Background: an optimization exercise with open tools, aiming at small area. Do not read the settings as production practice.
In this exercise RTL edits were held to simulation tests only and were not proved equivalent to the original.
No activity file was given, so power comes from the tool's default toggle rates.

Design avalonBus, start of the top module:
module avalonBus
(
	input wire clk,
	input wire n_rst,
	input wire slave_read,
	input wire slave_write,
	input wire [31:0] slave_writedata,
	input wire [31:0] slave_addr,
	output reg [31:0] slave_readdata,
	input wire [31:0] master_readdata,
	output reg master_read,
	output reg master_write,
	output reg [31:0] master_addr,
	output reg [31:0] master_writedata,
	output reg sobel_complete
);
function automatic [31:0] add32(input [31:0] x, input [31:0] y, input ci);
	integer i;
	reg c;
	begin
		c = ci;
		for (i = 0; i < 32; i = i + 1) begin
			add32[i] = x[i] ^ y[i] ^ c;
			c = (x[i] & y[i]) | (c & (x[i] ^ y[i]));
		end
	end
endfunction
localparam [1:0] S_IDLE = 2'd0, S_READ = 2'd1, S_WRITE = 2'd2;
reg [1:0] s_state;
reg [31:0] start_q, end_q;
reg start_set, end_set;
wire [31:0] startpixel = start_set ? start_q : 32'd0;
wire [31:0] endpixel = end_set ? end_q : 32'd0;
reg status, control;
wire a_hi0 = (slave_addr[31:3] == 29'd0);
wire a1 = a_hi0 && slave_addr[2:0] == 3'd1;
wire a2 = a_hi0 && slave_addr[2:0] == 3'd2;
wire a3 = a_hi0 && slave_addr[2:0] == 3'd3;
wire a4 = a_hi0 && slave_addr[2:0] == 3'd4;
always_ff @(posedge clk, negedge n_rst) begin
	if (!n_rst) begin
		s_state <= S_IDLE;
		start_set <= 1'b0;
		end_set <= 1'b0;
		status <= 1'b0;
		control <= 1'b0;
	end else begin
		case (s_state)
		S_IDLE: begin
			if (slave_write && (a1 || a2 || a4)) s_state <= S_WRITE;
			else if (slave_read && a3) s_state <= S_READ;
			else if (slave_write && a3) s_state <= S_WRITE;
		end
		S_READ: if (!(slave_read && a3)) s_state <= S_IDLE;
		default: s_state <= S_IDLE;
		endcase
		if (s_state == S_WRITE) begin
			if (a1) start_set <= 1'b1;
			if (a2) end_set <= 1'b1;
			if (a3) status <= slave_writedata[0];
			if (a4) control <= slave_writedata[0];
		end
	end
end
always_ff @(posedge clk) begin
	if (s_state == S_WRITE && a1) start_q <= slave_writedata;
	if (s_state == S_WRITE && a2) end_q <= slave_writedata;
end
always_comb begin
	slave_readdata = 32'd0;
	slave_readdata[0] = (s_state == S_READ) && a3 && status;
end
localparam [3:0] C_IDLE = 4'd0, C_GPA = 4'd1, C_FETCH = 4'd2, C_PREWAIT = 4'd3,
	C_STORE = 4'd4, C_GRAY = 4'd5, C_WAIT2 = 4'd6, C_GSM = 4'd7, C_CHKOUT = 4'd8,
	C_STOREOUT = 4'd9, C_CHKDONE = 4'd10, C_DONE = 4'd11, C_ENDDONE = 4'd12;
reg [3:0] c_state;
reg store_out_pix;
reg need_fill;
  ...
Size: about 470 flip-flops, roughly 200 I/O pins.
clock: 12.0 ns
lec_check: 0
cap_margin: 0
core_margin: 2
core_utilization: 55
place_density: 0.75
slew_margin: 0
standard.sh (not shown) runs the stock make flow with config.mk's settings and CLKGATE_MAP_FILE= SYNTH_SCRIPT=/design/flow/synth_recipe.tcl, a recipe that flattens the netlist after the stock synthesis.
==> flow/flow/run.sh <==
#!/bin/bash
# The standard layout (standard.sh, standard synthesis unchanged), with:
#  - port buffers made from the smallest buffer cell (buf_1);
#  - a clock tree of clkbuf_4 in clusters of at most 10 sinks, without dummy loads;
#  - the synthesized tie cell kept as one cell (no per-load tie cells).
# make's full output goes to standard_flow.log; ORFS keeps each step's log under orfs/logs.
set -euo pipefail
bash standard.sh "BUFFER_PORTS_ARGS=-buffer_cell sky130_fd_sc_hd__buf_1" \
  "CTS_ARGS=-sink_clustering_enable -repair_clock_nets -dont_use_dummy_load -buf_list sky130_fd_sc_hd__clkbuf_4 -sink_clustering_size 10 -sink_clustering_max_diameter 40" \
  SKIP_REPAIR_TIE_FANOUT=1 finish > standard_flow.log 2>&1
The first run finished clean.
Rerun with:
==> flow/flow/run.sh (replaced) <==
#!/bin/bash
# The standard layout (standard.sh, standard synthesis unchanged), with:
#  - port buffers made from the smallest buffer cell (buf_1);
#  - a clock tree of clkbuf_4 in clusters of at most 10 sinks, without dummy loads.
# make's full output goes to standard_flow.log; ORFS keeps each step's log under orfs/logs.
set -euo pipefail
bash standard.sh "BUFFER_PORTS_ARGS=-buffer_cell sky130_fd_sc_hd__buf_1" \
  "CTS_ARGS=-sink_clustering_enable -repair_clock_nets -dont_use_dummy_load -buf_list sky130_fd_sc_hd__clkbuf_8 -sink_clustering_size 18 -sink_clustering_max_diameter 50" \
  SKIP_REPAIR_TIE_FANOUT=1 finish > standard_flow.log 2>&1
- CORE_UTILIZATION: 55 -> 40
- PLACE_DENSITY: 0.75 -> 0.6
Effect: Die area rose by 37%; final area rose by 1.7%; setup slack gets worse by 0.075 ns; routed wire length rose by 2.7%; global-route usage fell by 6.7 points; power rose by 4.2%; non-clock buffer count does not change; final cell count rose by 7.6%; combinational power rose by about 3%; sequential cell count stays the same.
Rerun with:
--- a/flow/flow/run.sh
+++ b/flow/flow/run.sh
@@ -6,4 +6,4 @@
 set -euo pipefail
 bash standard.sh "BUFFER_PORTS_ARGS=-buffer_cell sky130_fd_sc_hd__buf_1" \
-  "CTS_ARGS=-sink_clustering_enable -repair_clock_nets -dont_use_dummy_load -buf_list sky130_fd_sc_hd__clkbuf_8 -sink_clustering_size 18 -sink_clustering_max_diameter 50" \
-  SKIP_REPAIR_TIE_FANOUT=1 finish > standard_flow.log 2>&1
+  "CTS_ARGS=-sink_clustering_enable -repair_clock_nets -dont_use_dummy_load -buf_list sky130_fd_sc_hd__clkbuf_4 -sink_clustering_size 10 -sink_clustering_max_diameter 40" \
+  finish > standard_flow.log 2>&1
Effect: Core utilization barely changes; cell count came out higher by 2.1%; total power falls by 2.7%; non-clock buffer count rose by 2; final area stays flat; synthesized area is unchanged; wire length rises by 0.88%.
Rerun with:
==> flow/flow/run.sh (replaced) <==
#!/bin/bash
# The standard layout (standard.sh, standard synthesis unchanged), with:
#  - port buffers made from the smallest buffer cell (buf_1);
#  - a clock tree of clkbuf_4 in clusters of at most 10 sinks, without dummy loads;
#  - the synthesized tie cell kept as one cell (no per-load tie cells).
# make's full output goes to standard_flow.log; ORFS keeps each step's log under orfs/logs.
set -euo pipefail
bash standard.sh "BUFFER_PORTS_ARGS=-buffer_cell sky130_fd_sc_hd__buf_1" \
  "CTS_ARGS=-sink_clustering_enable -repair_clock_nets -dont_use_dummy_load -buf_list sky130_fd_sc_hd__clkbuf_4 -sink_clustering_size 10 -sink_clustering_max_diameter 40" \
  SKIP_REPAIR_TIE_FANOUT=1 finish > standard_flow.log 2>&1
=> The changed run went through all stages and came out clean; final cell count came out lower by 0.93%; clock-buffer cell count came out higher by 3; power rises by 0.99%; die area does not change; setup slack gets better by 0.010 ns; non-clock buffer count came out lower by 2; clock skew grows by 0.041 ns.
Rerun with:
--- a/flow/flow/run.sh
+++ b/flow/flow/run.sh
@@ -2,6 +2,5 @@
 # The standard layout (standard.sh, standard synthesis unchanged), with:
 #  - port buffers made from the smallest buffer cell (buf_1);
-#  - a clock tree of clkbuf_4 in clusters of at most 10 sinks, without dummy loads;
-#  - the synthesized tie cell kept as one cell (no per-load tie cells).
+#  - a clock tree of clkbuf_4 in clusters of at most 10 sinks, without dummy loads.
 # make's full output goes to standard_flow.log; ORFS keeps each step's log under orfs/logs.
 set -euo pipefail
Clock power barely changes.
Via count does not change.
Count of clock-buffer cells in the layout stays the same.
Die area is unchanged.

[afterwards: timing with drivers on the ports]
Ports are ideal in the flow. The routed layouts listed here were re-timed in OpenROAD.
Step 1 sets driving cells, clkbuf_16 on the clock port and buf_2 on the other inputs (assumed; they add their load-dependent delay and slew).
Step 2 also shifts input and output timing later by t, the mid clock arrival at the registers, as if the neighbouring blocks saw the same clock.
Slacks: no drivers / after step 1 / after step 2; pairs: no drivers / after step 1.
| run | t (ns) | slack for setup (ns) | clock arrival spread, ns | pins driven straight from the clock port |
|---|---|---|---|---|
| the first run | 0.820 | 0.272 / 0.272 / 0.272 | 0.094 / 0.094 | 1 |
| the second run | 0.684 | 0.197 / 0.197 / 0.197 | 0.120 / 0.120 | 1 |
| the third run | 0.847 | 0.241 / 0.241 / 0.241 | 0.111 / 0.111 | 1 |
| the fourth run | 0.859 | 0.251 / 0.251 / 0.251 | 0.134 / 0.134 | 1 |
| the fifth run | 0.859 | 0.251 / 0.251 / 0.251 | 0.134 / 0.134 | 1 |
After both steps every run listed still meets setup and hold.
